Source: an optimization exercise on an open RTL-to-GDS flow (aim: small area and a short achievable clock period). Production flows keep margins and buffers that such runs may drop.
RTL that was checked went through simulation tests only; none was proved equivalent to the original.
For runs 1 and 2, only the layout was checked, not whether the RTL still works.

## design.v

```verilog
module keyboard_filter(input key_ready,
                       input make,
                       input ext,
                       input [7:0] key_input,
                       output key_ok,
                       output [4:0] letter);
    wire key_inside_range = (ext == 0) && (key_input >= "A" && key_input <= "Z");
    assign key_ok = key_inside_range && (make == 0) && key_ready;
    wire [4:0] k = key_input[4:0];
    assign letter = {k[4] ^ ~|k[3:0], k[3] ^ ~|k[2:0], k[2] ^ ~|k[1:0], k[1] ^ ~k[0], ~k[0]};
endmodule
module machine_controller (input clk,
                           input reset,
                           input key_ok,
                           input [4:0] letter,
                           output reg [4:0] befor,
                           output reg [4:0] after,
                           output reg save_history,
                           output reg [4:0] shift0,
                           output reg [4:0] shift1,
                           output reg [4:0] shift2,
                           output reg [2:0] type0,
                           output reg [2:0] type1,
                           output reg [2:0] type2,
                           input increase_shift_or_type,
                           input increase0,
                           input increase1,
                           input increase2);
    reg [1:0] save_next_counter;
    reg [4:0] x;                  
    wire [4:0] next_x, result;
    rotor rotor(.slot(save_next_counter), .letter(letter), .x(x),
                .shift0(shift0), .shift1(shift1), .shift2(shift2),
                .type0(type0), .type1(type1), .type2(type2),
                .next_x(next_x), .result(result));
    function [4:0] inc26(input [4:0] s);
        inc26 = (s[4] & s[3] & s[0]) ? 5'd0 :
                {s[4] ^ &s[3:0], s[3] ^ &s[2:0], s[2] ^ &s[1:0], s[1] ^ s[0], ~s[0]};
    endfunction
    function [2:0] inc5(input [2:0] t);
        inc5 = t[2] ? 3'd0 : {t[1] & t[0], t[1] ^ t[0], ~t[0]};
    endfunction
    always @(posedge clk)
        x <= next_x;
    always @(posedge clk) begin
        if (reset) begin
            befor             <= 0;
            after             <= 0;
            shift0            <= 0;
            shift1            <= 0;
            shift2            <= 0;
            type0             <= 0;
            type1             <= 0;
            type2             <= 0;
            save_history      <= 0;
            save_next_counter <= 0;
        end
        else if (save_next_counter == 2'b11) begin
            after             <= result;
            save_next_counter <= 0;
            save_history      <= 1;
            if (shift0 == 25 && shift1 == 25)
                shift2 <= inc26(shift2);
            if (shift0 == 25)
                shift1 <= inc26(shift1);
            shift0 <= inc26(shift0);
        end
        else if (save_next_counter != 2'b00) begin
            save_next_counter <= {save_next_counter[1] ^ save_next_counter[0], ~save_next_counter[0]};
        end
        else begin
            save_history <= 0;
            if (key_ok) begin
                befor             <= letter;
                save_next_counter <= 2'b01;
            end
            else if (increase_shift_or_type == 0) begin
                if (increase0) shift0 <= inc26(shift0);
                if (increase1) shift1 <= inc26(shift1);
                if (increase2) shift2 <= inc26(shift2);
            end
            else begin
                if (increase0) type0 <= inc5(type0);
                if (increase1) type1 <= inc5(type1);
                if (increase2) type2 <= inc5(type2);
            end
        end
    end
endmodule
module rotor_u1 (input dir, input [2:0] rtype, input [4:0] idx, output reg [4:0] dout);
    wire [2:0] t = rtype[2] ? 3'd4 : {1'b0, rtype[1:0]};
    always @(*)
        case ({dir, t, idx})
            9'd0: dout = 5'd4;
            9'd1: dout = 5'd10;
            9'd2: dout = 5'd12;
            9'd3: dout = 5'd5;
            9'd4: dout = 5'd11;
            9'd5: dout = 5'd6;
            9'd6: dout = 5'd3;
            9'd7: dout = 5'd16;
            9'd8: dout = 5'd21;
            9'd9: dout = 5'd25;
            9'd10: dout = 5'd13;
            9'd11: dout = 5'd19;
            9'd12: dout = 5'd14;
            9'd13: dout = 5'd22;
            9'd14: dout = 5'd24;
            9'd15: dout = 5'd7;
            9'd16: dout = 5'd23;
            9'd17: dout = 5'd20;
            9'd18: dout = 5'd18;
            9'd19: dout = 5'd15;
            9'd20: dout = 5'd0;
            9'd21: dout = 5'd8;
            9'd22: dout = 5'd1;
            9'd23: dout = 5'd17;
            9'd24: dout = 5'd2;
            9'd25: dout = 5'd9;
            9'd32: dout = 5'd0;
            9'd33: dout = 5'd9;
            9'd34: dout = 5'd3;
            9'd35: dout = 5'd10;
            9'd36: dout = 5'd18;
            9'd37: dout = 5'd8;
            9'd38: dout = 5'd17;
            9'd39: dout = 5'd20;
            9'd40: dout = 5'd23;
            9'd41: dout = 5'd1;
            9'd42: dout = 5'd11;
            9'd43: dout = 5'd7;
            9'd44: dout = 5'd22;
            9'd45: dout = 5'd19;
            9'd46: dout = 5'd12;
            9'd47: dout = 5'd2;
            9'd48: dout = 5'd16;
            9'd49: dout = 5'd6;
            9'd50: dout = 5'd25;
            9'd51: dout = 5'd13;
            9'd52: dout = 5'd15;
            9'd53: dout = 5'd24;
            9'd54: dout = 5'd5;
            9'd55: dout = 5'd21;
            9'd56: dout = 5'd14;
            9'd57: dout = 5'd4;
            9'd64: dout = 5'd1;
            9'd65: dout = 5'd3;
            9'd66: dout = 5'd5;
            9'd67: dout = 5'd7;
            9'd68: dout = 5'd9;
            9'd69: dout = 5'd11;
            9'd70: dout = 5'd2;
            9'd71: dout = 5'd15;
            9'd72: dout = 5'd17;
            9'd73: dout = 5'd19;
            9'd74: dout = 5'd23;
            9'd75: dout = 5'd21;
            9'd76: dout = 5'd25;
            9'd77: dout = 5'd13;
            9'd78: dout = 5'd24;
            9'd79: dout = 5'd4;
            9'd80: dout = 5'd8;
            9'd81: dout = 5'd22;
            9'd82: dout = 5'd6;
            9'd83: dout = 5'd0;
            9'd84: dout = 5'd10;
            9'd85: dout = 5'd12;
            9'd86: dout = 5'd20;
            9'd87: dout = 5'd18;
            9'd88: dout = 5'd16;
            9'd89: dout = 5'd14;
            9'd96: dout = 5'd4;
            9'd97: dout = 5'd18;
            9'd98: dout = 5'd14;
            9'd99: dout = 5'd21;
            9'd100: dout = 5'd15;
            9'd101: dout = 5'd25;
            9'd102: dout = 5'd9;
            9'd103: dout = 5'd0;
            9'd104: dout = 5'd24;
            9'd105: dout = 5'd16;
            9'd106: dout = 5'd20;
            9'd107: dout = 5'd8;
            9'd108: dout = 5'd17;
            9'd109: dout = 5'd7;
            9'd110: dout = 5'd23;
            9'd111: dout = 5'd11;
            9'd112: dout = 5'd13;
            9'd113: dout = 5'd5;
            9'd114: dout = 5'd19;
            9'd115: dout = 5'd6;
            9'd116: dout = 5'd10;
            9'd117: dout = 5'd3;
            9'd118: dout = 5'd2;
            9'd119: dout = 5'd12;
            9'd120: dout = 5'd22;
            9'd121: dout = 5'd1;
            9'd128: dout = 5'd21;
            9'd129: dout = 5'd25;
            9'd130: dout = 5'd1;
            9'd131: dout = 5'd17;
            9'd132: dout = 5'd6;
            9'd133: dout = 5'd8;
            9'd134: dout = 5'd19;
            9'd135: dout = 5'd24;
            9'd136: dout = 5'd20;
            9'd137: dout = 5'd15;
            9'd138: dout = 5'd18;
            9'd139: dout = 5'd3;
            9'd140: dout = 5'd13;
            9'd141: dout = 5'd7;
            9'd142: dout = 5'd11;
            9'd143: dout = 5'd23;
            9'd144: dout = 5'd0;
            9'd145: dout = 5'd22;
            9'd146: dout = 5'd12;
            9'd147: dout = 5'd9;
            9'd148: dout = 5'd16;
            9'd149: dout = 5'd14;
            9'd150: dout = 5'd5;
            9'd151: dout = 5'd4;
            9'd152: dout = 5'd2;
            9'd153: dout = 5'd10;
            9'd256: dout = 5'd5;
            9'd257: dout = 5'd3;
            9'd258: dout = 5'd1;
            9'd259: dout = 5'd19;
            9'd260: dout = 5'd25;
            9'd261: dout = 5'd22;
            9'd262: dout = 5'd20;
            9'd263: dout = 5'd10;
            9'd264: dout = 5'd4;
            9'd265: dout = 5'd0;
            9'd266: dout = 5'd24;
            9'd267: dout = 5'd21;
            9'd268: dout = 5'd23;
            9'd269: dout = 5'd15;
            9'd270: dout = 5'd13;
            9'd271: dout = 5'd6;
            9'd272: dout = 5'd18;
            9'd273: dout = 5'd2;
            9'd274: dout = 5'd7;
            9'd275: dout = 5'd14;
            9'd276: dout = 5'd8;
            9'd277: dout = 5'd17;
            9'd278: dout = 5'd12;
            9'd279: dout = 5'd9;
            9'd280: dout = 5'd11;
            9'd281: dout = 5'd16;
            9'd288: dout = 5'd25;
            9'd289: dout = 5'd16;
            9'd290: dout = 5'd10;
            9'd291: dout = 5'd23;
            9'd292: dout = 5'd0;
            9'd293: dout = 5'd3;
            9'd294: dout = 5'd8;
            9'd295: dout = 5'd14;
            9'd296: dout = 5'd20;
            9'd297: dout = 5'd24;
            9'd298: dout = 5'd22;
            9'd299: dout = 5'd15;
            9'd300: dout = 5'd11;
            9'd301: dout = 5'd6;
            9'd302: dout = 5'd1;
            9'd303: dout = 5'd5;
            9'd304: dout = 5'd9;
            9'd305: dout = 5'd19;
            9'd306: dout = 5'd21;
            9'd307: dout = 5'd12;
            9'd308: dout = 5'd18;
            9'd309: dout = 5'd2;
            9'd310: dout = 5'd13;
            9'd311: dout = 5'd17;
            9'd312: dout = 5'd4;
            9'd313: dout = 5'd7;
            9'd320: dout = 5'd6;
            9'd321: dout = 5'd25;
            9'd322: dout = 5'd19;
            9'd323: dout = 5'd24;
            9'd324: dout = 5'd10;
            9'd325: dout = 5'd23;
            9'd326: dout = 5'd7;
            9'd327: dout = 5'd22;
            9'd328: dout = 5'd9;
            9'd329: dout = 5'd21;
            9'd330: dout = 5'd5;
            9'd331: dout = 5'd20;
            9'd332: dout = 5'd4;
            9'd333: dout = 5'd12;
            9'd334: dout = 5'd0;
            9'd335: dout = 5'd18;
            9'd336: dout = 5'd1;
            9'd337: dout = 5'd17;
            9'd338: dout = 5'd2;
            9'd339: dout = 5'd16;
            9'd340: dout = 5'd3;
            9'd341: dout = 5'd14;
            9'd342: dout = 5'd8;
            9'd343: dout = 5'd15;
            9'd344: dout = 5'd11;
            9'd345: dout = 5'd13;
            9'd352: dout = 5'd18;
            9'd353: dout = 5'd0;
            9'd354: dout = 5'd3;
            9'd355: dout = 5'd4;
            9'd356: dout = 5'd25;
            9'd357: dout = 5'd8;
            9'd358: dout = 5'd6;
            9'd359: dout = 5'd12;
            9'd360: dout = 5'd14;
            9'd361: dout = 5'd19;
            9'd362: dout = 5'd5;
            9'd363: dout = 5'd10;
            9'd364: dout = 5'd2;
            9'd365: dout = 5'd9;
            9'd366: dout = 5'd23;
            9'd367: dout = 5'd21;
            9'd368: dout = 5'd16;
            9'd369: dout = 5'd13;
            9'd370: dout = 5'd24;
            9'd371: dout = 5'd7;
            9'd372: dout = 5'd15;
            9'd373: dout = 5'd22;
            9'd374: dout = 5'd1;
            9'd375: dout = 5'd11;
            9'd376: dout = 5'd17;
            9'd377: dout = 5'd20;
            9'd384: dout = 5'd9;
            9'd385: dout = 5'd23;
            9'd386: dout = 5'd1;
            9'd387: dout = 5'd14;
            9'd388: dout = 5'd2;
            9'd389: dout = 5'd3;
            9'd390: dout = 5'd21;
            9'd391: dout = 5'd12;
            9'd392: dout = 5'd20;
            9'd393: dout = 5'd6;
            9'd394: dout = 5'd0;
            9'd395: dout = 5'd11;
            9'd396: dout = 5'd7;
            9'd397: dout = 5'd13;
            9'd398: dout = 5'd4;
            9'd399: dout = 5'd16;
            9'd400: dout = 5'd5;
            9'd401: dout = 5'd22;
            9'd402: dout = 5'd15;
            9'd403: dout = 5'd19;
            9'd404: dout = 5'd17;
            9'd405: dout = 5'd25;
            9'd406: dout = 5'd8;
            9'd407: dout = 5'd10;
            9'd408: dout = 5'd18;
            9'd409: dout = 5'd24;
            default: dout = 5'd0;
        endcase
endmodule
module rotor_u2 (input dir, input [2:0] rtype, input [4:0] idx, output reg [4:0] dout);
    wire [2:0] t = rtype[2] ? 3'd4 : {1'b0, rtype[1:0]};
    always @(*)
        case ({dir, t, idx})
            9'd0: dout = 5'd9;
            9'd1: dout = 5'd14;
            9'd2: dout = 5'd16;
            9'd3: dout = 5'd13;
            9'd4: dout = 5'd8;
            9'd5: dout = 5'd17;
            9'd6: dout = 5'd11;
            9'd7: dout = 5'd18;
            9'd8: dout = 5'd23;
            9'd9: dout = 5'd7;
            9'd10: dout = 5'd19;
            9'd11: dout = 5'd12;
            9'd12: dout = 5'd10;
            9'd13: dout = 5'd2;
            9'd14: dout = 5'd4;
            9'd15: dout = 5'd1;
            9'd16: dout = 5'd25;
            9'd17: dout = 5'd21;
            9'd18: dout = 5'd15;
            9'd19: dout = 5'd5;
            9'd20: dout = 5'd3;
            9'd21: dout = 5'd0;
            9'd22: dout = 5'd6;
            9'd23: dout = 5'd24;
            9'd24: dout = 5'd22;
            9'd25: dout = 5'd20;
            9'd32: dout = 5'd18;
            9'd33: dout = 5'd21;
            9'd34: dout = 5'd8;
            9'd35: dout = 5'd12;
            9'd36: dout = 5'd23;
            9'd37: dout = 5'd7;
            9'd38: dout = 5'd13;
            9'd39: dout = 5'd4;
            9'd40: dout = 5'd6;
            9'd41: dout = 5'd16;
            9'd42: dout = 5'd20;
            9'd43: dout = 5'd24;
            9'd44: dout = 5'd19;
            9'd45: dout = 5'd14;
            9'd46: dout = 5'd10;
            9'd47: dout = 5'd3;
            9'd48: dout = 5'd1;
            9'd49: dout = 5'd5;
            9'd50: dout = 5'd11;
            9'd51: dout = 5'd17;
            9'd52: dout = 5'd22;
            9'd53: dout = 5'd25;
            9'd54: dout = 5'd2;
            9'd55: dout = 5'd15;
            9'd56: dout = 5'd9;
            9'd57: dout = 5'd0;
            9'd64: dout = 5'd12;
            9'd65: dout = 5'd14;
            9'd66: dout = 5'd10;
            9'd67: dout = 5'd17;
            9'd68: dout = 5'd11;
            9'd69: dout = 5'd22;
            9'd70: dout = 5'd9;
            9'd71: dout = 5'd23;
            9'd72: dout = 5'd8;
            9'd73: dout = 5'd24;
            9'd74: dout = 5'd7;
            9'd75: dout = 5'd25;
            9'd76: dout = 5'd13;
            9'd77: dout = 5'd21;
            9'd78: dout = 5'd5;
            9'd79: dout = 5'd20;
            9'd80: dout = 5'd4;
            9'd81: dout = 5'd16;
            9'd82: dout = 5'd3;
            9'd83: dout = 5'd18;
            9'd84: dout = 5'd2;
            9'd85: dout = 5'd15;
            9'd86: dout = 5'd1;
            9'd87: dout = 5'd6;
            9'd88: dout = 5'd0;
            9'd89: dout = 5'd19;
            9'd96: dout = 5'd5;
            9'd97: dout = 5'd8;
            9'd98: dout = 5'd14;
            9'd99: dout = 5'd24;
            9'd100: dout = 5'd3;
            9'd101: dout = 5'd10;
            9'd102: dout = 5'd18;
            9'd103: dout = 5'd1;
            9'd104: dout = 5'd12;
            9'd105: dout = 5'd9;
            9'd106: dout = 5'd4;
            9'd107: dout = 5'd2;
            9'd108: dout = 5'd16;
            9'd109: dout = 5'd23;
            9'd110: dout = 5'd15;
            9'd111: dout = 5'd20;
            9'd112: dout = 5'd6;
            9'd113: dout = 5'd11;
            9'd114: dout = 5'd13;
            9'd115: dout = 5'd19;
            9'd116: dout = 5'd17;
            9'd117: dout = 5'd0;
            9'd118: dout = 5'd21;
            9'd119: dout = 5'd22;
            9'd120: dout = 5'd25;
            9'd121: dout = 5'd7;
            9'd128: dout = 5'd1;
            9'd129: dout = 5'd7;
            9'd130: dout = 5'd15;
            9'd131: dout = 5'd17;
            9'd132: dout = 5'd0;
            9'd133: dout = 5'd8;
            9'd134: dout = 5'd6;
            9'd135: dout = 5'd10;
            9'd136: dout = 5'd3;
            9'd137: dout = 5'd20;
            9'd138: dout = 5'd9;
            9'd139: dout = 5'd21;
            9'd140: dout = 5'd12;
            9'd141: dout = 5'd18;
            9'd142: dout = 5'd14;
            9'd143: dout = 5'd25;
            9'd144: dout = 5'd19;
            9'd145: dout = 5'd5;
            9'd146: dout = 5'd13;
            9'd147: dout = 5'd4;
            9'd148: dout = 5'd22;
            9'd149: dout = 5'd23;
            9'd150: dout = 5'd11;
            9'd151: dout = 5'd24;
            9'd152: dout = 5'd2;
            9'd153: dout = 5'd16;
            default: dout = 5'd0;
        endcase
endmodule
module rotor (input [1:0] slot,
              input [4:0] letter,
              input [4:0] x,
              input [4:0] shift0, input [4:0] shift1, input [4:0] shift2,
              input [2:0] type0, input [2:0] type1, input [2:0] type2,
              output [4:0] next_x,
              output [4:0] result);
    function [4:0] add26(input [4:0] a, input [4:0] b);
        reg [5:0] s;
        reg [4:0] m;
        reg c;
        integer i;
        begin
            c = 1'b0;
            for (i = 0; i < 5; i = i + 1) begin
                s[i] = a[i] ^ b[i] ^ c;
                c = (a[i] & b[i]) | (c & (a[i] ^ b[i]));
            end
            s[5] = c;
            c = 1'b0;
            for (i = 0; i < 5; i = i + 1) begin
                m[i] = s[i] ^ (6'b100110 >> i) & 1'b1 ^ c;
                c = (s[i] & ((6'b100110 >> i) & 1'b1)) | (c & (s[i] ^ ((6'b100110 >> i) & 1'b1)));
            end
            add26 = (s[5] | (s[4] & s[3] & (s[2] | s[1]))) ? m : s[4:0];
        end
    endfunction
    function [4:0] neg26(input [4:0] v);
        reg [4:0] r;
        reg c;
        integer i;
        begin
            c = 1'b0;
            for (i = 0; i < 5; i = i + 1) begin
                r[i] = ~v[i] ^ ((5'd27 >> i) & 1'b1) ^ c;
                c = (~v[i] & ((5'd27 >> i) & 1'b1)) | (c & (~v[i] ^ ((5'd27 >> i) & 1'b1)));
            end
            neg26 = r;
        end
    endfunction
    wire p0 = (slot == 2'd0);
    wire p3 = (slot == 2'd3);
    wire [4:0] a1 = p0 ? letter : x;
    reg  [4:0] d1;
    reg  [2:0] t1;
    always @(*)
        case (slot)
            2'd0: begin d1 = shift0;          t1 = type0; end
            2'd1: begin d1 = shift1;          t1 = type1; end
            2'd2: begin d1 = shift2;          t1 = type2; end
            2'd3: begin d1 = neg26(shift2);  t1 = type1; end
        endcase
    wire [4:0] o1;
    rotor_u1 u1(.dir(p3), .rtype(t1), .idx(add26(a1, d1)), .dout(o1));
    wire [4:0] o2;
    rotor_u2 u2(.dir(1'b0), .rtype(p3 ? type0 : type2), .idx(add26(o1, p3 ? shift1 : 5'd0)), .dout(o2));
    assign next_x = slot[1] ? o2 : o1;
    assign result = add26(o2, neg26(shift0));
endmodule
module history_keeper (input clk,
                       input reset,
                       input save_history,
                       input [4:0] befor,
                       input [4:0] after,
                       output [4:0] waddr,
                       output reg we,
                       output reg [4:0] dout);
    parameter WAIT       = 2'h0;
    parameter SAVE       = 2'h1;
    parameter CLEAR_NEXT = 2'h2;
    parameter CLEAR_ALL  = 2'h3;
    reg [1:0] state, next_state;
    reg [4:0] index, next_index;
    reg [4:0] to_save, next_to_save;
    wire [4:0] index_plus_1 = {index[4] ^ &index[3:0], index[3] ^ &index[2:0], index[2] ^ &index[1:0], index[1] ^ index[0], ~index[0]};
    assign waddr = index;
    always @(posedge clk)
        if (reset) begin
            state   <= CLEAR_ALL;
            index   <= 0;
            to_save <= 0;
        end
        else begin
            state   <= next_state;
            index   <= next_index;
            to_save <= next_to_save;
        end
    always @(*) begin
        we           = 1'b1;
        dout         = 5'd0;
        next_state   = state;
        next_index   = index;
        next_to_save = 0;
        case (state)
            WAIT: begin
                we = 1'b0;
                if (save_history) begin
                    next_state   = SAVE;
                    next_to_save = befor;
                end
                else
                    next_to_save = to_save;
            end
            SAVE: begin
                dout = {to_save[4] ^ &to_save[3:0], to_save[3] ^ &to_save[2:0], to_save[2] ^ &to_save[1:0], to_save[1] ^ to_save[0], ~to_save[0]};
                if (index[4] == 0) begin
                    next_index   = {1'b1, index[3:0]};
                    next_to_save = after;
                end
                else begin
                    next_state = CLEAR_NEXT;
                    next_index = {1'b0, index_plus_1[3:0]};
                end
            end
            CLEAR_NEXT: begin
                if (index[4] == 0)
                    next_index = {1'b1, index[3:0]};
                else begin
                    next_state = WAIT;
                    next_index = {1'b0, index[3:0]};
                end
            end
            CLEAR_ALL: begin
                if (index == 5'h1f) begin
                    next_state = WAIT;
                    next_index = 5'h0;
                end
                else
                    next_index = index_plus_1;
            end
        endcase
    end
endmodule
module history_ram (input clk,
                    input [4:0] raddr,
                    input [4:0] din,
                    input [4:0] waddr,
                    input we,
                    output [7:0] dout);
    reg [4:0] m [0:31];
    always @(posedge clk)
        if (we)
            m[waddr] <= din;
    wire [159:0] entries;
    genvar g;
    generate
        for (g = 0; g < 32; g = g + 1) begin : flat
            assign entries[5*g +: 5] = m[g];
        end
    endgenerate
    history_read history_read(.raddr(raddr), .entries(entries), .dout(dout));
endmodule
module history_read (input [4:0] raddr,
                     input [159:0] entries,
                     output [7:0] dout);
    wire [3:0] dlo = 4'b0001 << raddr[1:0];
    wire [7:0] dhi = 8'b00000001 << raddr[4:2];
    reg  [4:0] e;
    integer i;
    always @(*) begin
        e = 5'd0;
        for (i = 0; i < 32; i = i + 1)
            e = e | ({5{dlo[i % 4] & dhi[i / 4]}} & entries[5*i +: 5]);
    end
    wire letter = |e;
    assign dout = {1'b0, letter, ~letter, e};
endmodule
module system(input clk,
              input reset,
              input key_ready,
              input make,
              input ext,
              input [7:0] key_input,
              output [4:0] befor,
              output [4:0] after,
              output [4:0] shift0,
              output [4:0] shift1,
              output [4:0] shift2,
              output [2:0] type0,
              output [2:0] type1,
              output [2:0] type2,
              input increase_shift_or_type,
              input increase0,
              input increase1,
              input increase2,
              input [4:0] history_raddr,
              output [7:0] history_dout);
    wire key_ok;
    wire [4:0] letter;
    wire save_history;
    wire [4:0] history_din;
    wire [4:0] history_waddr;
    wire history_we;
    keyboard_filter keyboard_filter(
        .key_ready(key_ready),
        .make(make),
        .ext(ext),
        .key_input(key_input),
        .key_ok(key_ok),
        .letter(letter)
    );
    machine_controller machine_controller(
        .clk(clk),
        .reset(reset),
        .key_ok(key_ok),
        .letter(letter),
        .befor(befor),
        .after(after),
        .save_history(save_history),
        .shift0(shift0),
        .shift1(shift1),
        .shift2(shift2),
        .type0(type0),
        .type1(type1),
        .type2(type2),
        .increase_shift_or_type(increase_shift_or_type),
        .increase0(increase0),
        .increase1(increase1),
        .increase2(increase2)
    );
    history_keeper history_keeper(
        .clk(clk),
        .reset(reset),
        .save_history(save_history),
        .befor(befor),
        .after(after),
        .dout(history_din),
        .waddr(history_waddr),
        .we(history_we)
    );
    history_ram history_ram(
        .clk(clk),
        .raddr(history_raddr),
        .dout(history_dout),
        .waddr(history_waddr),
        .we(history_we),
        .din(history_din)
    );
endmodule
```

## flow/run.sh

```bash
#!/bin/bash
# Layout flow: the standard ORFS flow (standard.sh) with
#  - a stronger, area-oriented ABC script in synthesis (flow/abc_area.script,
#    used through a copy of the ORFS scripts folder; nothing else changes),
#  - the history read port (module history_read) kept apart in synthesis and
#    mapped for delay (flow/abc_read.script),
#  - plain buffers (buf_1) as the port buffers,
#  - CTS with clkbuf_16 in clusters of up to 30 flip-flops and no dummy loads,
#  - repair_timing asked for a larger setup margin, so that it also speeds up
#    the combinational history read path (history_raddr -> history_dout).
# Each tool's output goes to the ORFS logs under orfs/logs; make's to flow_run.log.
set -euo pipefail
W=$PWD
rm -rf "$W/scripts_own"
cp -r "$FLOW_HOME/scripts" "$W/scripts_own"
cp "$W/flow/abc_area.script" "$W/scripts_own/abc_area.script"
cp "$W/flow/abc_read.script" "$W/scripts_own/abc_read.script"
# map the kept module history_read with flow/abc_read.script (area recovery under a
# 1.3 ns delay target), the rest with the area script
sed -i 's|^  log_cmd abc {\*}\$abc_args$|  log_cmd abc -script $::env(SCRIPTS_DIR)/abc_read.script {*}[lrange $abc_args 2 end] history_read\n  log_cmd abc {*}$abc_args system|' "$W/scripts_own/synth.tcl"
grep -q "abc_read.script {\*}\[lrange" "$W/scripts_own/synth.tcl"
export SYNTH_KEEP_MODULES=history_read
export BUFFER_PORTS_ARGS="-buffer_cell sky130_fd_sc_hd__buf_1"
export CTS_ARGS="-sink_clustering_enable -repair_clock_nets -buf_list sky130_fd_sc_hd__clkbuf_16 -dont_use_dummy_load -sink_clustering_size 30 -sink_clustering_max_diameter 80"
export SETUP_SLACK_MARGIN=0
bash standard.sh SCRIPTS_DIR="$W/scripts_own" ABC_AREA=1 finish > "$W/flow_run.log" 2>&1
```

## flow/abc_area.script

```
strash
&get -n
&deepsyn -T 120
&put
dch
amap
topo
stime -c
buffer -c
upsize -c
dnsize -c
```

## flow/abc_read.script

```
strash
&get -n
&deepsyn -T 30
&put
dch
map -D 1300
topo
stime -c
```

## standard.sh

```bash
#!/bin/bash
# synth_recipe.tcl (not shown) runs the flow's synth.tcl, then flattens the netlist and writes it again
# the make line also repeats each setting of config.mk as NAME=value (left out here)
make -C /OpenROAD-flow-scripts/flow DESIGN_CONFIG=/design/flow/config.mk WORK_HOME=/design/flow/orfs CLKGATE_MAP_FILE= SYNTH_SCRIPT=/design/flow/synth_recipe.tcl "${@:-finish}"
```

## config.mk

```make
export PLATFORM = sky130hd
export DESIGN_NAME = system
export DESIGN_NICKNAME = system
export VERILOG_FILES = /design/flow/design.v
export SDC_FILE = /design/flow/constraint.sdc
export NUM_CORES = 4
export LEC_CHECK = 0
export CAP_MARGIN = 20
export CORE_MARGIN = 2
export CORE_UTILIZATION = 40
export SLEW_MARGIN = 20
```

## constraint.sdc

```tcl
create_clock -name core_clock -period 48.0 [get_ports {clk}]
set_input_delay 9.6000 -clock core_clock [delete_from_list [all_inputs] [get_ports {clk}]]
set_output_delay 9.6000 -clock core_clock [all_outputs]
set_load 0.01 [all_outputs]
```

==> qor.txt, run 1 <==
Number of library cell types mapped by synthesis = 75
Worst EP arrival = 12170 ps
Initial DRC count = 1344
GPL Wtd Cong = 1.006
Startpoint Class = input pin
Setup TNS = 0 ps
Transition time of the tightest slew-check pin = 1005 ps
Post-synth ARST share = 0%
Fin crit share = 45.35%
Worst slew margin relative to its limit = 31.27%
Detail Placement HPWL = 31.98 mm
Finished Cell Area = 13640 um^2
Fill count = 2994
Crit. path cell count = 11
CTS Root Buffer Type = clkbuf_16
Clk latency of the worst-skew pair = 500 ps
Crit. End Element = output port
Crit-path max FO = 7
Postcts setup bufs = 0
Flops & latches, synth = 214
Reg2Reg Setup Slack = 34040 ps
H-tree level count = 1
Die Y = 181.5 um
Final Hold Viols = 0
Post-synth EDFFs = 160
Mapped Cells = 1334
Core ar. = 30830 um^2
# DRC = 0
Antenna cells = 0
Synth Area per Inst = 9.449 um^2
Vias in the first global route = 10810
Register area = 5886 um^2
Top delay family on crit path = simple AND/OR/NAND/NOR gates
GR Overflow Total = 0
Hold slack = 498.4 ps
All-layer global routing usage = 25.69%
Status = complete, no violations
CP Class = input pin to output port
Clock Tree Buf Depth = 3
Input/output buffers = 62
# setup viols final = 0
Die X = 181.5 um
CTS tree = built
Clock-pin transition on the worst setup and hold timing paths = 100 ps
DR vias = 11124
Pins Over Slew Limit = 0
Post-DP Area = 13290 um^2
Reg-to-Reg Start = machine_controller.save_next_counter[1]
IO Count = 64
Worst EP required = 38400 ps
Initial core utilization = 40.88%
Clock Sinks = 214
Routed length per instance = 23.87 um
Crit-path cells = buf_1, clkinv_1, nand2_1, nor2_1, a22oi_1, nand3_1, nor4_1, nand4_1, nor3_1, clkinv_1, buf_1
CP max-delay cell = nor4_1
Total CTS buffers = 14
Synth-to-layout area growth = 8.239%
Maximum clock rate = 0.04594 GHz
Crit path capture = history_dout[6]
Largest net degree at the start of global routing = 33
Clk_skew = 70.89 ps
Min setup slack post-route = 26230 ps
First-pass GRT wire length = 65.49 mm
Setup crit start = history_raddr[4]
Nets = 1498
Max cap viols = 0
Share of layout cells above drive strength 1 = 8.530%
Worst R2R End = machine_controller.after[2]
# resized after CTS = 0
Pre-CTS WS = 26000 ps
Hold WC Path Type = flop to flop
Wirelength, routed = 42.75 mm
Yosys Warn Count = 7
Die ar. = 32950 um^2
Top FF cell, synth = edfxtp_1
Multi-input gate area = 5983 um^2
Rows = 64
Reg2reg path depth = 60
Vias per cell = 6.211
Register area share after synthesis = 46.69%
Synthesized cell area = 12600 um^2
1st-pass router iterations = 6
Critical path's largest stage delay = 570 ps
Syn Nets = 1435
Post-route ant nets = 0
Cts-stage hold buffer count = 0
RSZ-0062 raised after global routing = false
Bufs and invs on worst path = 4
Crit path time final = 21770 ps
Antenna violations before repair = 0
-- layer usage --
metal  part of all wire (%)  routed length, um  GRT usage, %  vias to the layer above
li1                       -                  -             -                     5020
met5                      0                  0             0                        -
met3                    7.5               3196         3.028                      137
met4                    4.1               1747         9.398                        0
met2                     48              20660         44.12                      627
met1                     40              17150         33.39                     5340
-- per-stage QoR --
| step | utilization [%] | cells |
|---|---|---|
| floorplan | - | 1334 |
| global placement | 43.11 | 1777 |
| detailed placement | 43.11 | 1777 |
| CTS | 44.25 | 1791 |
| global route | 44.25 | 1791 |
| finish | 44.25 | 1791 |
-- logic make-up after synthesis --
| logic type | after synthesis | synth area share (%) |
|---|---|---|
| other | 1 | 0.02975 |
| AND/OR/NAND/NOR | 498 | 18.08 |
| adder cells (fa/ha/maj) | 79 | 8.557 |
| AO/OA/AOI/OAI | 358 | 20.58 |
| flip-flops | 214 | 46.69 |
| buffers and inverters | 184 | 6.065 |
-- cells in the final DEF, fill, tap and decap left out, types with 10 or more instances in the layout --
cell type  synthesis  routed
nor2_1           242     241
edfxtp_1         160     160
inv_1            113     113
nand2_1          106     106
ha_1              67      67
buf_1              2      62
o21ai_0           59      59
dfxtp_1           54      54
a22oi_1           46      46
a21oi_1           45      45
o22ai_1           35      35
nor3_1            30      30
nor4_1            28      28
nand3_1           28      28
a22o_2            24      24
a31oi_1           20      20
inv_2             19      19
clkinv_1          19      19
a211oi_1          19      17
clkbuf_16          0      14
buf_4              3      13
a2111oi_0         12      12
fa_1              12      12
nand4_1           12      12
nor2_4            10      10
-- final cells by class --
class	count	area share (%)
Sequential cell	214	43.14
Timing Repair Buffer	75	2.421
Tap cell	396	3.632
Inverter	156	4.384
Clock buffer	14	2.568
Multi-Input combinational cell	936	43.86
-- Yosys cell counts, types with 5 or more instances --
library cell,instances,area [um^2]
nor2_1,242,908.4
edfxtp_1,160,4805
inv_1,113,424.2
nand2_1,106,397.9
ha_1,67,838.3
o21ai_0,59,295.3
dfxtp_1,54,1081
a22oi_1,46,345.3
a21oi_1,45,225.2
o22ai_1,35,219.0
nor3_1,30,150.1
nand3_1,28,140.1
nor4_1,28,175.2
a22o_2,24,240.2
a31oi_1,20,125.1
a211oi_1,19,142.6
clkinv_1,19,71.32
inv_2,19,71.32
clkbuf_1,13,48.80
a2111oi_0,12,105.1
fa_1,12,240.2
nand4_1,12,75.07
nor2_4,10,112.6
o32ai_1,9,78.83
or3_1,9,56.30
a221oi_1,8,70.07
o221ai_1,8,70.07
a22o_1,7,61.31
buf_6,6,67.56
nor3b_1,6,45.04
o21a_1,6,45.04
o22a_1,6,52.55
inv_4,5,31.28
o211ai_1,5,37.54
o21ai_1,5,25.02
-- flip-flops by register name (all words and copies together) (netlist names) --
| name | cells |
|---|---|
| machine_controller.shift2 | 5 |
| machine_controller.x | 5 |
| history_keeper.state | 2 |
| machine_controller.shift1 | 5 |
| history_keeper.to_save | 5 |
| machine_controller.save_history | 1 |
| machine_controller.type2 | 3 |
| machine_controller.type0 | 3 |
| machine_controller.befor | 5 |
| machine_controller.type1 | 3 |
| history_keeper.index | 5 |
| machine_controller.shift0 | 5 |
| machine_controller.after | 5 |
| machine_controller.save_next_counter | 2 |
| history_ram.m | 160 |
-- worst reg2reg max path, delay by kind of cell (launching register included) --
family	cells	cell delay (ps)
AND/OR/NAND/NOR	7	650
adder cells (fa/ha/maj)	18	6260
AO/OA/AOI/OAI	18	4070
buffers and inverters	17	2490
flip-flops	1	490
-- Yosys stat by module (local to each module, per instance) --
module,cell area [um^2],copies in the design,flip-flops and latches,cells
history_read,1195,1,0,206
system,11410,1,214,1128
-- worst min path at each step --
stage | startpoint | to | slack (ps) | cells after the start
floorplan | machine_controller.save_history | machine_controller.save_history | 440 | 2
global route | machine_controller.befor[3] | machine_controller.befor[3] | 520 | 2
global placement | machine_controller.shift0[4] | machine_controller.shift0[4] | 480 | 1
finish | machine_controller.save_history | machine_controller.save_history | 500 | 2
detailed placement | machine_controller.save_history | machine_controller.save_history | 490 | 2
CTS | machine_controller.save_history | machine_controller.save_history | 510 | 2
==> run 2: changes to the inputs <==
--- a/flow/run.sh
+++ b/flow/run.sh
@@ -23,4 +23,4 @@
 export BUFFER_PORTS_ARGS="-buffer_cell sky130_fd_sc_hd__buf_1"
 export CTS_ARGS="-sink_clustering_enable -repair_clock_nets -buf_list sky130_fd_sc_hd__clkbuf_16 -dont_use_dummy_load -sink_clustering_size 30 -sink_clustering_max_diameter 80"
-export SETUP_SLACK_MARGIN=0
+export SETUP_SLACK_MARGIN=26.9
 bash standard.sh SCRIPTS_DIR="$W/scripts_own" ABC_AREA=1 finish > "$W/flow_run.log" 2>&1
==> run 2 against run 1 <==
  * Sequential cell count unchanged
  * Final cell count rose by 4.6%
  * Maximum frequency rose by 3.6%
  * Critical path type unchanged
  * Critical endpoint is now history_dout[5]
  * Highest routed layer unchanged
==> qor.txt, run 2 <==
Crit-path max FO = 9 (was 7)
Post-synth EDFFs = 160 (unchanged)
Multi-input gate area = 6251 um^2 (was 5983 um^2)
Post-synth ARST share = 0% (unchanged)
GPL Wtd Cong = 1.083 (was 1.006)
Worst EP required = 38400 ps (about the same)
Pins Over Slew Limit = 0 (unchanged)
Initial DRC count = 1736 (was 1344)
Largest Register = history_ram.m (unchanged)
Total CTS buffers = 14 (unchanged)
Hold WC Path Type = flop to flop (unchanged)
GR Overflow Total = 0 (unchanged)
Clk latency of the worst-skew pair = 500 ps (about the same)
Max reg flops = 160 (unchanged)
Setup TNS = 0 ps (unchanged)
Die ar. = 32620 um^2 (was 32950 um^2)
# DRC = 0 (unchanged)
Initial core utilization = 40.69% (was 40.88%)
Register area = 5886 um^2 (unchanged)
CTS tree = built (unchanged)
Share of layout cells above drive strength 1 = 15.57% (was 8.530%)
CP Class = input pin to output port (unchanged)
Input/output buffers = 62 (unchanged)
Startpoint Class = input pin (unchanged)
Detail Placement HPWL = 33.46 mm (was 31.98 mm)
Rows = 64 (unchanged)
Register area share after synthesis = 47.17% (was 46.69%)
Worst EP arrival = 11410 ps (was 12170 ps)
# setup viols final = 0 (unchanged)
Cell count after placement = 1817 (was 1777)
CTS Root Buffer Type = clkbuf_16 (unchanged)
Clock Tree Buf Depth = 3 (unchanged)
Cts-stage hold buffer count = 0 (unchanged)
Yosys Warn Count = 7 (unchanged)
Antenna violations before repair = 0 (unchanged)
Top FF cell, synth = edfxtp_1 (unchanged)
Die X = 180.6 um (was 181.5 um)
Maximum clock rate = 0.04760 GHz (was 0.04594 GHz)
Largest net degree at the start of global routing = 33 (unchanged)
Crit path time final = 21010 ps (was 21770 ps)
Worst slew margin relative to its limit = 43.54% (was 31.27%)
Area fraction of the dominant cell type after synthesis = 38.50% (was 38.12%)
CP max-delay cell = or2_2 (was nor4_1)
Hold slack = 479.0 ps (was 498.4 ps)
Clock Sinks = 214 (unchanged)
Max cap viols = 0 (unchanged)
Commonest non-fill, non-tap cell in the layout = nor2_1 (unchanged)
RSZ-0062 raised after global routing = true (was false)
Clock-pin transition on the worst setup and hold timing paths = 50 ps (was 100 ps)
Synth Area per Inst = 9.128 um^2 (was 9.449 um^2)
Synth-to-layout area growth = 15.44% (was 8.239%)
Vias per cell = 6.184 (was 6.211)
Clk_skew = 57.58 ps (was 70.89 ps)
Post-route ant nets = 0 (unchanged)
Critical path's largest stage delay = 330 ps (was 570 ps)
Cell taking the most area after synthesis = edfxtp_1 (unchanged)
Crit. End Element = output port (unchanged)
Most frequent cells in the layout = 239 x nor2_1, 160 x edfxtp_1, 131 x inv_1 (was 241 x nor2_1, 160 x edfxtp_1, 113 x inv_1)
Synth top cells by count = 269 x nor2_1, 160 x edfxtp_1, 138 x inv_1, 118 x nand2_1, 75 x o21ai_0 (was 242 x nor2_1, 160 x edfxtp_1, 113 x inv_1, 106 x nand2_1, 67 x ha_1)
Status = complete, no violations (unchanged)
Routed length per instance = 24.21 um (was 23.87 um)
All-layer global routing usage = 26.80% (was 25.69%)
Most common cell in the netlist = nor2_1 (unchanged)
Number of library cell types mapped by synthesis = 64 (was 75)
DR vias = 11583 (was 11124)
Post-DP Area = 13260 um^2 (was 13290 um^2)
Transition time of the tightest slew-check pin = 846.9 ps (was 1005 ps)
Mapped Cells = 1367 (was 1334)
Finished Cell Area = 14410 um^2 (was 13640 um^2)
Crit-path cells = buf_6, nor2_1, clkinv_2, nor3b_1, or2_2, a221oi_1, and2_2, nand4_1, nor3_2, buf_2 (was buf_1, clkinv_1, nand2_1, nor2_1, a22oi_1, nand3_1, nor4_1, nand4_1, nor3_1, clkinv_1, buf_1)
Syn Nets = 1468 (was 1435)
1st-pass router iterations = 6 (unchanged)
Largest cells by area after synthesis = edfxtp_1 39%, dfxtp_1 8.7%, nor2_1 8.1% (was edfxtp_1 38%, dfxtp_1 8.6%, nor2_1 7.2%)
Antenna cells = 0 (unchanged)
Flops & latches, synth = 214 (unchanged)
Core ar. = 30670 um^2 (was 30830 um^2)
Die Y = 180.6 um (was 181.5 um)
H-tree level count = 1 (unchanged)
Synthesized cell area = 12480 um^2 (was 12600 um^2)
Final Hold Viols = 0 (unchanged)
Vias in the first global route = 11223 (was 10810)
Fin cells = 1873 (was 1791)
First-pass GRT wire length = 67.65 mm (was 65.49 mm)
Nets = 1580 (was 1498)
Fin crit share = 43.77% (was 45.35%)
IO Count = 64 (unchanged)
Wirelength, routed = 45.35 mm (was 42.75 mm)
Fill count = 2977 (was 2994)
-- run 2: kinds of logic (layout without fill, tap and decap cells) --
family                     Yosys count  count (layout)  synth area share [%]
DFF                                214             214                 47.17
AOI/OAI and AO/OA                  353             353                 19.89
buffers and inverters              196             306                 5.976
other                                1               1               0.03005
and+or+nand+nor                    524             524                 18.29
adders and majority gates           79              79                 8.643
-- run 2: final cells by class --
cell class,instances,share of cell area (%)
multi-input cells,957,43.39
flip-flops and latches,214,40.86
inverters,173,5.003
repair buffers,117,4.803
well taps,396,3.440
clock buffers,14,2.432
repair inverters,2,0.06949
-- run 2: what timing repair did --
| item | CTS | global route |
|---|---|---|
| gates resized for setup | 48 | 115 |
| endpoints found under the setup margin | 9 | 7 |
| gates cloned | 0 | 2 |
| pin swaps | 7 | 28 |
| endpoints found under the hold margin | 0 | 0 |
| buffers inserted | 4 | 36 |
-- run 2: path summary, 6_finish.rpt --
kind / end / depth (start not counted) / slack, ps / start
worst max-delay path: history_dout[5] / 10 / 26990 / history_raddr[1]
worst min-delay path: history_keeper.to_save[4] / 2 / 480 / history_keeper.to_save[4]
worst max register to register: machine_controller.after[4] / 57 / 34680 / machine_controller.save_next_counter[1]
worst min register to register: history_keeper.to_save[4] / 2 / 480 / history_keeper.to_save[4]
-- run 2: per-stage QoR --
stage          util (%)  setup WS (ps)
3_3_place_gp      43.22          25500
6_report          46.97          26990
5_1_grt           46.97          26850
4_1_cts           44.91          26900
2_1_floorplan         -          26980
3_5_place_dp      43.22          25660
-- run 2: per-module statistics from Yosys, one instance, submodules excluded --
module	cell area (um^2)	flip-flops and latches	times used	cells
system	11280	214	1	1161
history_read	1195	0	1	206
-- run 2: per-layer routing --
metal | GRT usage (%) | wire length (um)
met5 | 0 | 0
met4 | 11.48 | 2658
met3 | 3.537 | 3104
met2 | 46.43 | 21710
met1 | 33.48 | 17880
-- run 2: critical path: cells and delay by family --
kind / cells / cell delay, ps
and+or+nand+nor: 6 / 1100
buffers and inverters: 3 / 430
AOI/OAI and AO/OA: 1 / 280
==> run 3: changes to the inputs <==
--- a/design.v
+++ b/design.v
@@ -572,11 +572,11 @@
             state   <= CLEAR_ALL;
             index   <= 0;
-            to_save <= 0;
         end
         else begin
             state   <= next_state;
             index   <= next_index;
-            to_save <= next_to_save;
         end
+    always @(posedge clk)
+        to_save <= next_to_save;
     always @(*) begin
         we           = 1'b1;
@@ -584,21 +584,15 @@
         next_state   = state;
         next_index   = index;
-        next_to_save = 0;
+        next_to_save = (state == WAIT) ? befor : after;
         case (state)
             WAIT: begin
                 we = 1'b0;
-                if (save_history) begin
-                    next_state   = SAVE;
-                    next_to_save = befor;
-                end
-                else
-                    next_to_save = to_save;
+                if (save_history)
+                    next_state = SAVE;
             end
             SAVE: begin
                 dout = {to_save[4] ^ &to_save[3:0], to_save[3] ^ &to_save[2:0], to_save[2] ^ &to_save[1:0], to_save[1] ^ to_save[0], ~to_save[0]};
-                if (index[4] == 0) begin
-                    next_index   = {1'b1, index[3:0]};
-                    next_to_save = after;
-                end
+                if (index[4] == 0)
+                    next_index = {1'b1, index[3:0]};
                 else begin
                     next_state = CLEAR_NEXT;
@@ -615,10 +609,7 @@
             end
             CLEAR_ALL: begin
-                if (index == 5'h1f) begin
+                next_index = index_plus_1;
+                if (index == 5'h1f)
                     next_state = WAIT;
-                    next_index = 5'h0;
-                end
-                else
-                    next_index = index_plus_1;
             end
         endcase
@@ -635,16 +626,4 @@
         if (we)
             m[waddr] <= din;
-    wire [159:0] entries;
-    genvar g;
-    generate
-        for (g = 0; g < 32; g = g + 1) begin : flat
-            assign entries[5*g +: 5] = m[g];
-        end
-    endgenerate
-    history_read history_read(.raddr(raddr), .entries(entries), .dout(dout));
-endmodule
-module history_read (input [4:0] raddr,
-                     input [159:0] entries,
-                     output [7:0] dout);
     wire [3:0] dlo = 4'b0001 << raddr[1:0];
     wire [7:0] dhi = 8'b00000001 << raddr[4:2];
@@ -654,5 +633,5 @@
         e = 5'd0;
         for (i = 0; i < 32; i = i + 1)
-            e = e | ({5{dlo[i % 4] & dhi[i / 4]}} & entries[5*i +: 5]);
+            e = e | ({5{dlo[i % 4] & dhi[i / 4]}} & m[i]);
     end
     wire letter = |e;
==> flow/run.sh (replaced) <==
#!/bin/bash
# Layout flow: the standard ORFS flow (standard.sh) with
#  - a stronger, area-oriented ABC script in synthesis (flow/abc_area.script,
#    used through a copy of the ORFS scripts folder; nothing else changes),
#  - plain buffers (buf_1) as the port buffers,
#  - CTS with clkbuf_16 in clusters of up to 30 flip-flops and no dummy loads,
#  - repair_timing asked for a larger setup margin, so that it also speeds up
#    the combinational history read path (history_raddr -> history_dout).
# Each tool's output goes to the ORFS logs under orfs/logs; make's to flow_run.log.
set -euo pipefail
W=$PWD
rm -rf "$W/scripts_own"
cp -r "$FLOW_HOME/scripts" "$W/scripts_own"
cp "$W/flow/abc_area.script" "$W/scripts_own/abc_area.script"
export BUFFER_PORTS_ARGS="-buffer_cell sky130_fd_sc_hd__buf_1"
export CTS_ARGS="-sink_clustering_enable -repair_clock_nets -buf_list sky130_fd_sc_hd__clkbuf_16 -dont_use_dummy_load -sink_clustering_size 30 -sink_clustering_max_diameter 80"
export SETUP_SLACK_MARGIN=26.1
bash standard.sh SCRIPTS_DIR="$W/scripts_own" ABC_AREA=1 finish > "$W/flow_run.log" 2>&1
==> flow/abc_area.script (replaced) <==
strash
&get -n
&deepsyn -T 120
&put
dch
amap -F 3
topo
stime -c
buffer -c
upsize -c
dnsize -c
--- a/config.mk
+++ b/config.mk
@@ -8,4 +8,4 @@
 export CAP_MARGIN = 20
 export CORE_MARGIN = 2
-export CORE_UTILIZATION = 40
+export CORE_UTILIZATION = 65
 export SLEW_MARGIN = 20
removed: flow/abc_read.script
==> run 3 against run 2 <==
  * Still clean
  * Via count is 1.9% higher
  * Register-to-register slack got worse by 280 ps
  * Wire length decreased by 4.9%
  * Utilization rose by 24 points
  * Setup slack lost 900 ps
  * Non-clock buffer count shrank 38
  * Critical path depth increased by 2
  * Global-route usage up 16 points
  * Final cell count is 16% lower
  * Highest routed layer unchanged
==> qor.txt, run 3 <==
Final Hold Viols = 0 (unchanged)
CP max-delay cell = a22oi_1 (was or2_2)
# setup viols final = 0 (unchanged)
Post-synth EDFFs = 160 (unchanged)
Max reg flops = 160 (unchanged)
H-tree level count = 1 (unchanged)
Critical path's largest stage delay = 700 ps (was 330 ps)
DR vias = 11808 (was 11583)
Reg2Reg Setup Slack = 34400 ps (was 34680 ps)
Post-synth ARST share = 0% (unchanged)
HP Start = machine_controller.after[2] (was history_keeper.to_save[4])
Wirelength, routed = 43.14 mm (was 45.35 mm)
Clock Tree Buf Depth = 3 (unchanged)
Die X = 141.3 um (was 180.6 um)
Vias per cell = 7.473 (was 6.184)
Worst EP required = 38400 ps (about the same)
Transition time of the tightest slew-check pin = 1021 ps (was 846.9 ps)
Largest cells by area after synthesis = edfxtp_1 39%, dfxtp_1 8.8%, ha_1 7.0% (was edfxtp_1 39%, dfxtp_1 8.7%, nor2_1 8.1%)
First-pass GRT wire length = 64.33 mm (was 67.65 mm)
Nets = 1451 (was 1580)
Setup TNS = 0 ps (unchanged)
Synth-to-layout area growth = 8.076% (was 15.44%)
Top delay family on crit path = simple AND/OR/NAND/NOR gates (unchanged)
Commonest non-fill, non-tap cell in the layout = nor2_1 (unchanged)
Max cap viols = 0 (unchanged)
Detail Placement HPWL = 30.89 mm (was 33.46 mm)
Synthesized cell area = 12260 um^2 (was 12480 um^2)
Top FF cell, synth = edfxtp_1 (unchanged)
Vias in the first global route = 11061 (was 11223)
Fin crit share = 45.64% (was 43.77%)
Total CTS buffers = 14 (unchanged)
Clock-pin transition on the worst setup and hold timing paths = 100 ps (was 50 ps)
Post-route ant nets = 0 (unchanged)
Initial DRC count = 2234 (was 1736)
Largest net degree at the start of global routing = 33 (unchanged)
Cts-stage hold buffer count = 0 (unchanged)
Crit-path cells = buf_1, inv_1, nand2_1, nor2_1, a22oi_1, nand4_1, nor2_1, nand4b_1, or3_1, nor3_2, inv_1, buf_1 (was buf_6, nor2_1, clkinv_2, nor3b_1, or2_2, a221oi_1, and2_2, nand4_1, nor3_2, buf_2)
All-layer global routing usage = 42.53% (was 26.80%)
Cell taking the most area after synthesis = edfxtp_1 (unchanged)
Hold slack = 487.4 ps (was 479.0 ps)
IO Count = 64 (unchanged)
RSZ-0062 raised after global routing = true (unchanged)
Pins Over Slew Limit = 0 (unchanged)
Mapped Cells = 1277 (was 1367)
Syn Nets = 1380 (was 1468)
Reg2reg path depth = 58 (was 57)
Most frequent cells in the layout = 224 x nor2_1, 160 x edfxtp_1, 130 x inv_1 (was 239 x nor2_1, 160 x edfxtp_1, 131 x inv_1)
Hold WC Path Type = flop to flop (unchanged)
CTS tree = built (unchanged)
Crit path time final = 21910 ps (was 21010 ps)
Maximum clock rate = 0.04565 GHz (was 0.04760 GHz)
CTS Root Buffer Type = clkbuf_16 (unchanged)
Die ar. = 19970 um^2 (was 32620 um^2)
Routed length per instance = 27.30 um (was 24.21 um)
Antenna cells = 0 (unchanged)
Antenna violations before repair = 0 (unchanged)
Register area share after synthesis = 48.02% (was 47.17%)
Wire length on met1 = 14.07 mm (was 17.88 mm)
Most common cell in the netlist = nor2_1 (unchanged)
# DRC = 0 (unchanged)
Number of library cell types mapped by synthesis = 70 (was 64)
Flops & latches, synth = 214 (unchanged)
Status = complete, no violations (unchanged)
Synth Area per Inst = 9.597 um^2 (was 9.128 um^2)
GPL Wtd Cong = 1.140 (was 1.083)
Rows = 50 (was 64)
Routed length on met2 = 19.23 mm (was 21.71 mm)
Clk latency of the worst-skew pair = 500 ps (about the same)
Clock Sinks = 214 (unchanged)
CP Class = input pin to output port (unchanged)
Worst slew margin relative to its limit = 31.93% (was 43.54%)
Core ar. = 18580 um^2 (was 30670 um^2)
Hold path depth = 2 (unchanged)
Reg-to-Reg Start = machine_controller.save_next_counter[1] (unchanged)
DR top layer = met4 (unchanged)
WHS Endpoint = history_keeper.to_save[2] (was history_keeper.to_save[4])
Startpoint Class = input pin (unchanged)
Bufs and invs on worst path = 4 (was 3)
Yosys Warn Count = 6 (was 7)
Clk_skew = 79.62 ps (was 57.58 ps)
1st-pass router iterations = 10 (was 6)
Area fraction of the dominant cell type after synthesis = 39.20% (was 38.50%)
Crit-path max FO = 8 (was 9)
Worst R2R End = machine_controller.after[2] (was machine_controller.after[4])
Input/output buffers = 62 (unchanged)
Largest Register = history_ram.m (unchanged)
Die Y = 141.3 um (was 180.6 um)
Share of layout cells above drive strength 1 = 7.801% (was 15.57%)
Initial core utilization = 65.96% (was 40.69%)
Crit. End Element = output port (unchanged)
Crit. path cell count = 12 (was 10)
Routed met3 length = 6.062 mm (was 3.104 mm)
Worst EP arrival = 12310 ps (was 11410 ps)
GR Overflow Total = 0 (unchanged)
Synth top cells by count = 227 x nor2_1, 160 x edfxtp_1, 130 x inv_1, 80 x nand2_1, 69 x ha_1 (was 269 x nor2_1, 160 x edfxtp_1, 138 x inv_1, 118 x nand2_1, 75 x o21ai_0)
[run 3: cell count changes after synthesis, moves of 7 or more]
cell,change
clkinv_1,-22
o22ai_1,+16
o21ai_0,-11
a22o_2,-24
inv_2,+11
nand4_1,+7
a222oi_1,+17
a31oi_1,-11
a211oi_1,-15
nand3_1,+8
nand2_1,-38
nor2_1,-42
inv_1,-8
buf_2,+7
[run 3: final cells by class]
type,count,area (um^2)
Sequential cell,214,5886
Multi-Input combinational cell,885,5774
Fill cell,1307,5335
Inverter,154,578.1
Timing Repair Buffer,79,364.1
Clock buffer,14,350.3
Tap cell,234,292.8
[run 3: kinds of logic (layout without fill, tap and decap cells)]
logic type | count (synthesis) | after routing | synth area share, %
AND/OR/NAND/NOR | 461 | 461 | 17.06
AO/OA/AOI/OAI | 341 | 341 | 20.20
flip-flops | 214 | 214 | 48.02
buffers and inverters | 178 | 247 | 5.605
adder cells (fa/ha/maj) | 81 | 81 | 9.005
other | 1 | 1 | 0.03060
XOR/XNOR | 1 | 1 | 0.07148
[run 3: worst max path at each step]
stage	startpoint	to	slack, ps
2_1_floorplan	history_raddr[0]	history_dout[6]	26730
3_3_place_gp	key_input[0]	machine_controller.after[2]	26140
3_5_place_dp	key_input[0]	machine_controller.after[2]	25740
4_1_cts	key_input[0]	machine_controller.after[2]	26140
5_1_grt	key_input[0]	machine_controller.after[2]	26060
6_report	history_raddr[0]	history_dout[6]	26090
[run 3: tightest hold or removal path, delay by kind of cell, from the launching register on]
kind            cells  cell delay, ps
flops               1             320
compound gates      1              80
buf+inv             1              90
[run 3: stage by stage]
stage	cell area [um^2]	worst slack (ps)	util (%)	std cells
global placement	12760	26140	68.66	1557
CTS	13110	26140	70.55	1571
detailed placement	12760	25740	68.66	1557
global route	13250	26060	71.29	1580
finish	13250	26090	71.29	1580
floorplan	12260	26730	-	1277
[run 3: what timing repair did]
action / 4_1_cts / 5_1_grt
resized for setup: 0 / 17
setup endpoints to repair: 0 / 6
buffers inserted: 0 / 9
[run 3: per-layer routing]
metal / track usage [%] / vias up
li1: - / 4889
met1: 50.93 / 5344
met2: 67.19 / 1240
met5: 0 / -
met4: 26.05 / 0
met3: 13.67 / 335
==> run 4: changes to the inputs <==
--- a/config.mk
+++ b/config.mk
@@ -8,4 +8,4 @@
 export CAP_MARGIN = 20
 export CORE_MARGIN = 2
-export CORE_UTILIZATION = 65
+export CORE_UTILIZATION = 40
 export SLEW_MARGIN = 20
==> run 4 against run 3 <==
  * Utilization down 27 points
  * Wire length down 0.58%
  * Register-to-register slack better by 90 ps
  * Final cell count up 11%
  * Maximum frequency up 0.69%
  * Non-clock buffer count up 5
  * Via count down 6.4%
  * Clock skew down 17 ps
  * Critical path type unchanged
  * Highest routed layer unchanged
==> qor.txt, run 4 <==
Setup TNS = 0 ps (unchanged)
Initial DRC count = 1489 (was 2234)
Flops & latches, synth = 214 (unchanged)
Transition time of the tightest slew-check pin = 1062 ps (was 1021 ps)
Worst slew margin relative to its limit = 29.21% (was 31.93%)
# setup viols final = 0 (unchanged)
GPL Wtd Cong = 0.9999 (was 1.140)
Synthesized cell area = 12260 um^2 (unchanged)
Rows = 64 (was 50)
Clock Tree Buf Depth = 3 (unchanged)
CP Class = input pin to output port (unchanged)
Synth Area per Inst = 9.597 um^2 (unchanged)
Crit. End Element = output port (unchanged)
Post-route ant nets = 0 (unchanged)
Max cap viols = 0 (unchanged)
Pre-CTS WS = 25680 ps (was 25740 ps)
Hold WC Path Type = flop to flop (unchanged)
Startpoint Class = input pin (unchanged)
Largest cells by area after synthesis = edfxtp_1 39%, dfxtp_1 8.8%, ha_1 7.0% (unchanged)
Clock-pin transition on the worst setup and hold timing paths = 100 ps (about the same)
Cell taking the most area after synthesis = edfxtp_1 (unchanged)
Most frequent cells in the layout = 223 x nor2_1, 160 x edfxtp_1, 129 x inv_1 (was 224 x nor2_1, 160 x edfxtp_1, 130 x inv_1)
Max reg flops = 160 (unchanged)
Status = complete, no violations (unchanged)
Largest Register = history_ram.m (unchanged)
Fin crit share = 45.33% (was 45.64%)
Multiplexer share of the synthesized area = 0% (unchanged)
1st-pass router iterations = 6 (was 10)
Core ar. = 30350 um^2 (was 18580 um^2)
Initial core utilization = 40.38% (was 65.96%)
# DRC = 0 (unchanged)
Min setup slack post-route = 26240 ps (was 26090 ps)
GR Overflow Total = 0 (unchanged)
Vias per cell = 6.326 (was 7.473)
Nets = 1456 (was 1451)
Antenna violations before repair = 0 (unchanged)
Wirelength, routed = 42.89 mm (was 43.14 mm)
Maximum clock rate = 0.04596 GHz (was 0.04565 GHz)
Post-synth ARST share = 0% (unchanged)
Yosys Warn Count = 6 (unchanged)
Clk latency of the worst-skew pair = 490 ps (was 500 ps)
H-tree level count = 1 (unchanged)
Cell count after placement = 1722 (was 1557)
Post-synth EDFFs = 160 (unchanged)
Die ar. = 32060 um^2 (was 19970 um^2)
Die Y = 179.0 um (was 141.3 um)
Detail Placement HPWL = 32.32 mm (was 30.89 mm)
Area share of and/or/nand/nor cells after synthesis = 17.06% (unchanged)
Register area share after synthesis = 48.02% (unchanged)
Crit path time final = 21760 ps (was 21910 ps)
Total CTS buffers = 14 (unchanged)
Clk_skew = 62.67 ps (was 79.62 ps)
Vias in the first global route = 10376 (was 11061)
Worst EP required = 38400 ps (about the same)
Largest net degree at the start of global routing = 33 (unchanged)
Area fraction of the dominant cell type after synthesis = 39.20% (unchanged)
Routed length per instance = 24.55 um (was 27.30 um)
All-layer global routing usage = 26.42% (was 42.53%)
Antenna cells = 0 (unchanged)
Largest family of logic cells by synthesized area = compound AO/OA/AOI/OAI gates (unchanged)
Syn Nets = 1380 (unchanged)
Number of library cell types mapped by synthesis = 70 (unchanged)
Final Hold Viols = 0 (unchanged)
Fin cells = 1747 (was 1580)
Most common cell in the netlist = nor2_1 (unchanged)
Synth top cells by count = 227 x nor2_1, 160 x edfxtp_1, 130 x inv_1, 80 x nand2_1, 69 x ha_1 (unchanged)
Synth Area in XOR/XNOR = 0.07147% (unchanged)
Hold slack = 441.3 ps (was 487.4 ps)
Die X = 179.0 um (was 141.3 um)
Adder-Cell Fraction of Synth Area = 9.005% (unchanged)
CTS tree = built (unchanged)
Share of layout cells above drive strength 1 = 8.216% (was 7.801%)
Input/output buffers = 62 (unchanged)
Commonest non-fill, non-tap cell in the layout = nor2_1 (unchanged)
RSZ-0062 raised after global routing = false (was true)
Crit-path max FO = 8 (unchanged)
Synth-to-layout area growth = 10.03% (was 8.076%)
Top FF cell, synth = edfxtp_1 (unchanged)
Synth Area in Compound Gates = 20.20% (unchanged)
CTS Root Buffer Type = clkbuf_16 (unchanged)
Pins Over Slew Limit = 0 (unchanged)
DR vias = 11051 (was 11808)
Worst EP arrival = 12160 ps (was 12310 ps)
Clock Sinks = 214 (unchanged)
Mapped Cells = 1277 (unchanged)
First-pass GRT wire length = 63.57 mm (was 64.33 mm)
IO Count = 64 (unchanged)
==> run 4: logic make-up after synthesis <==
group	count (synthesis)
compound gates	341
xor+xnor	1
fa+ha+maj	81
buf+inv	178
flops	214
other cells	1
simple gates	461
==> run 4: metal layers <==
layer  wire, um  global-route usage (%)  vias up
met4       2124                   10.09        0
met2      20180                   44.63      709
li1           -                       -     4911
met3       3742                   3.690      150
met5          0                       0        -
met1      16840                   34.31     5281
==> run 4: path summary, 6_finish.rpt <==
path | start | to | slack (ps) | cells after the start
worst min register to register | machine_controller.after[4] | history_keeper.to_save[4] | 440 | 2
worst max-delay path | history_raddr[1] | history_dout[6] | 26240 | 10
worst max register to register | machine_controller.save_next_counter[1] | machine_controller.after[4] | 34490 | 59
worst min-delay path | machine_controller.after[4] | history_keeper.to_save[4] | 440 | 2
==> run 4: through the flow <==
stage / area [um^2] / util (%)
finish: 13480 / 44.43
global route: 13480 / 44.43
CTS: 13330 / 43.93
detailed placement: 12980 / 42.78
global placement: 12980 / 42.78
floorplan: 12260 / -
==> run 4: area by class of cell <==
type / count / area (um^2)
repair buffers: 84 / 401.6
fillers: 2929 / 16860
flip-flops and latches: 214 / 5886
clock buffers: 14 / 350.3
inverters: 154 / 578.1
well taps: 396 / 495.5
multi-input cells: 885 / 5773
==> run 4: repair_timing <==
action,in CTS,in global routing
endpoints found under the setup margin,0,6
resized for setup,0,20
hold buffers,0,0
setup buffers,0,11
==> run 4: worst max-delay path: stages <==
cell and delay, ps:
buf_1 180, inv_1 130, nand2_2 180, nor2_2 110
a222oi_1 730, nand4_1 300, or4_4 570, nor3_2 180
inv_1 50, buf_1 120

re-timing with driven ports:
How much do the figures lean on ideal ports? The routed layouts below were timed once more, with nothing changed but the port constraints.
Step 1 (the two cells are an assumption about what drives the block):
set clk [get_ports {clk}]
set_driving_cell -lib_cell sky130_fd_sc_hd__clkbuf_16 $clk
set_driving_cell -lib_cell sky130_fd_sc_hd__buf_2 [delete_from_list [all_inputs] $clk]
Step 2 times the ports against the registers' clock, not the clock port: input delays grow and output delays shrink by t, the midpoint of the rising clock arrivals with the driver on.
Slacks: ideal / step 1 / step 2; pairs: ideal / step 1.
| run | shift t [ns] | slack for setup (ns) | worst hold slack (ns) |
|---|---|---|---|
| run 1 | 0.516 | 26.231 / 26.200 / 25.771 | 0.498 / 0.498 / 0.498 |
| run 2 | 0.513 | 26.992 / 26.950 / 26.776 | 0.479 / 0.479 / 0.479 |
| run 3 | 0.510 | 26.092 / 26.070 / 26.003 | 0.487 / 0.487 / 0.487 |
| run 4 | 0.499 | 26.244 / 26.217 / 26.207 | 0.441 / 0.441 / 0.441 |
After both steps every run listed still meets setup and hold. The setup slack of run 1, which loses most, moves by -0.031 ns with the drivers and by -0.460 ns with both steps.
